Context: an optimization exercise on an open-source flow, tuned for small area. The choices shown serve that exercise and are no tape-out recipe. In this exercise RTL edits were held to simulation tests only and were not proved equivalent to the original. Power and IR drop assume default switching activity.

==> inputs of exp/fjord <==
Design rgb_to_ycbcr_444, start of the top module:
module rgb_to_ycbcr_444(
  input wire in_reset,
  input wire in_clock,
  input wire [7:0] in_r,
  input wire [7:0] in_g,
  input wire [7:0] in_b,
  output reg [7:0] out_y,
  output reg [7:0] out_cb,
  output reg [7:0] out_cr
  );
export LEC_CHECK = 0
export CAP_MARGIN = 20
export CORE_MARGIN = 2
export CORE_UTILIZATION = 60
export CTS_BUF_LIST = sky130_fd_sc_hd__clkbuf_4 sky130_fd_sc_hd__clkbuf_8
export GPL_TIMING_DRIVEN = 0
export SLEW_MARGIN = 20
export SYNTH_HIERARCHICAL = 1
export SYNTH_MINIMUM_KEEP_SIZE = 0
export TNS_END_PERCENT = 0
create_clock -name core_clock -period 6.0 [get_ports {in_clock}]
standard.sh (not shown) runs the stock make flow with config.mk's settings and CLKGATE_MAP_FILE= SYNTH_SCRIPT=/design/flow/synth_recipe.tcl, a recipe that flattens the netlist after the stock synthesis.
==> flow/flow/run.sh <==
#!/bin/bash
export BUFFER_PORTS_ARGS="-buffer_cell sky130_fd_sc_hd__buf_1"
export CTS_ARGS="-sink_clustering_enable -repair_clock_nets -dont_use_dummy_load -buf_list {sky130_fd_sc_hd__clkbuf_4 sky130_fd_sc_hd__clkbuf_8}"
bash standard.sh > standard.log 2>&1
==> inputs of exp/yarrow, as changes to exp/fjord <==
--- a/flow/design.v
+++ b/flow/design.v
@@ -124,20 +124,20 @@
   wire n106 = n93 & n104;
   wire n107 = n99 | (n100 & n103);
   wire n108 = n100 & n104;
   wire n109 = n80;
   wire n110;
-  xnor_cell u_n110 (.a(n85), .b(n109), .y(n110));
+  xor_cell u_n110 (.a(n85), .b(n109), .y(n110));
   wire n111 = n95;
   wire n112;
   xor_cell u_n112 (.a(n88), .b(n111), .y(n112));
   wire n113 = n101;
   wire n114;
-  xnor_cell u_n114 (.a(n91), .b(n113), .y(n114));
+  xor_cell u_n114 (.a(n91), .b(n113), .y(n114));
   wire n115 = n103;
   wire n116;
-  xnor_cell u_n116 (.a(n94), .b(n115), .y(n116));
+  xor_cell u_n116 (.a(n94), .b(n115), .y(n116));
   wire n117 = n105;
   wire n118 = in_b[0] & ~in_g[0];
   wire n119 = in_b[0] | ~in_g[0];
   wire n120;
   xor_cell u_n120 (.a(in_b[0]), .b(in_g[0]), .y(n120));
@@ -432,32 +432,32 @@
   wire n371 = n353 & n361;
   wire n372 = n362 | (n363 & n360);
   wire n373 = n363 & n361;
   wire n374 = n354;
   wire n375;
-  xnor_cell u_n375 (.a(n317), .b(n374), .y(n375));
+  xor_cell u_n375 (.a(n317), .b(n374), .y(n375));
   wire n376 = n356;
   wire n377;
-  xnor_cell u_n377 (.a(n282), .b(n376), .y(n377));
+  xor_cell u_n377 (.a(n282), .b(n376), .y(n377));
   wire n378 = n358;
   wire n379;
-  xnor_cell u_n379 (.a(n320), .b(n378), .y(n379));
+  xor_cell u_n379 (.a(n320), .b(n378), .y(n379));
   wire n380 = n360;
   wire n381;
-  xnor_cell u_n381 (.a(n323), .b(n380), .y(n381));
+  xor_cell u_n381 (.a(n323), .b(n380), .y(n381));
   wire n382 = n364;
   wire n383;
   xor_cell u_n383 (.a(n326), .b(n382), .y(n383));
   wire n384 = n366;
   wire n385;
-  xnor_cell u_n385 (.a(n329), .b(n384), .y(n385));
+  xor_cell u_n385 (.a(n329), .b(n384), .y(n385));
   wire n386 = n368;
   wire n387;
   xor_cell u_n387 (.a(n302), .b(n386), .y(n387));
   wire n388 = n370;
   wire n389;
-  xnor_cell u_n389 (.a(n304), .b(n388), .y(n389));
+  xor_cell u_n389 (.a(n304), .b(n388), .y(n389));
   wire n390;
   xor_cell u_n390 (.a(n183), .b(n120), .y(n390));
   wire n391 = n183 | n120;
   wire n392;
   xor_cell u_n392 (.a(n230), .b(n167), .y(n392));
@@ -594,20 +594,20 @@
   wire n516 = n500 & n494;
   wire n517 = n501 | (n502 & n493);
   wire n518 = n502 & n494;
   wire n519 = n493;
   wire n520;
-  xnor_cell u_n520 (.a(n445), .b(n519), .y(n520));
+  xor_cell u_n520 (.a(n445), .b(n519), .y(n520));
   wire n521 = n503;
   wire n522;
-  xnor_cell u_n522 (.a(n412), .b(n521), .y(n522));
+  xor_cell u_n522 (.a(n412), .b(n521), .y(n522));
   wire n523 = n505;
   wire n524;
-  xnor_cell u_n524 (.a(n448), .b(n523), .y(n524));
+  xor_cell u_n524 (.a(n448), .b(n523), .y(n524));
   wire n525 = n507;
   wire n526;
-  xnor_cell u_n526 (.a(n424), .b(n525), .y(n526));
+  xor_cell u_n526 (.a(n424), .b(n525), .y(n526));
   wire n527 = n509;
   wire n528;
   xor_cell u_n528 (.a(n451), .b(n527), .y(n528));
   wire n529 = n511;
   wire n530;
@@ -615,14 +615,14 @@
   wire n531 = n513;
   wire n532;
   xor_cell u_n532 (.a(n434), .b(n531), .y(n532));
   wire n533 = n515;
   wire n534;
-  xnor_cell u_n534 (.a(n436), .b(n533), .y(n534));
-  wire [7:0] y_d = {n117, ~n116, ~n114, ~n112, ~n110, n82, n62, n54};
-  wire [7:0] cb_d = {~n389, ~n387, ~n385, ~n383, ~n381, ~n379, ~n377, ~n375};
-  wire [7:0] cr_d = {~n534, ~n532, ~n530, ~n528, ~n526, ~n524, ~n522, ~n520};
+  xor_cell u_n534 (.a(n436), .b(n533), .y(n534));
+  wire [7:0] y_d = {n117, n116, n114, ~n112, n110, n82, n62, n54};
+  wire [7:0] cb_d = {n389, ~n387, n385, ~n383, n381, n379, n377, n375};
+  wire [7:0] cr_d = {n534, ~n532, ~n530, ~n528, n526, n524, n522, n520};
   always @(posedge in_clock) begin
     if (in_reset) begin
       out_y <= 8'd0;
       out_cb <= 8'd0;
       out_cr <= 8'd0;
@@ -639,11 +639,8 @@
 endmodule
 module ha_cell(input wire a, input wire b, output wire s, output wire co);
   assign s = a ^ b;
   assign co = a & b;
 endmodule
-module xnor_cell(input wire a, input wire b, output wire y);
-  assign y = ~(a ^ b);
-endmodule
 module xor_cell(input wire a, input wire b, output wire y);
   assign y = a ^ b;
 endmodule
==> flow/flow/run.sh (replaced) <==
#!/bin/bash
export BUFFER_PORTS_ARGS="-buffer_cell sky130_fd_sc_hd__buf_1"
bash standard.sh > standard.log 2>&1
GPL_TIMING_DRIVEN = 1   (was 0)
TNS_END_PERCENT = unset   (was 0)
==> metrics.cfg <==
[run_status]
status = timing/DRC/antenna clean

[route]
wl_met3_um = 170

[power]
internal-power_mw = 1.24
p_clk_mw = 0.159

[min_path]
min_from = in_g[7]

[floorplanning]
dieWidth_um = 81.6

[sta]
hold_ws_ns = 1.38

the above is filed under exp/yarrow

==> metrics.cfg <==
[power]
p_clk_mw = 0.0942
pwr-share-comb_pct = 84.3

[critical_path]
critPathMaxStageDelay_ns = 0.48
critical_path_peak_fanout = 7

[sta]
hold_ws_ns = 1.24

[run_status]
status = timing/DRC/antenna clean

[global_route]
grt_util_all_layers_pct = 24.2
grt_max_degree = 14

[min_path]
min_from = in_reset

the above is filed under exp/fjord

## static timing again, ports no longer ideal
How much do the figures lean on ideal ports? The routed layouts below were timed once more, with nothing changed but the port constraints.
Step 1 (the two cells are an assumption about what drives the block):
set clk [get_ports {in_clock}]
set_driving_cell -lib_cell sky130_fd_sc_hd__clkbuf_16 $clk
set_driving_cell -lib_cell sky130_fd_sc_hd__buf_2 [delete_from_list [all_inputs] $clk]
Step 2, shift: input delay + t, output delay - t, t = (earliest + latest rising clock arrival at the registers) / 2. This alone moves slack from input paths to output paths.
a / b / c = no drivers / after step 1 / after step 2; a / b = the first two.
| run | t (ns) | slack for setup (ns) | worst setup path at the end | worst register clock-pin slew, ns | worst slew at a driven data input, ns |
|---|---|---|---|---|---|
| exp/fjord | 0.284 | 0.202 / 0.203 / -0.081 | input to register | 0.08 / 0.08 | 0.04 |
| exp/yarrow | 0.314 | 0.287 / 0.294 / -0.019 | input to register | 0.11 / 0.11 | 0.04 |
Met with ideal ports but missed after step 2: setup timing in exp/fjord and exp/yarrow. For exp/yarrow, which loses most, drivers alone change the setup slack by +0.007 ns; drivers and shift together by -0.306 ns.
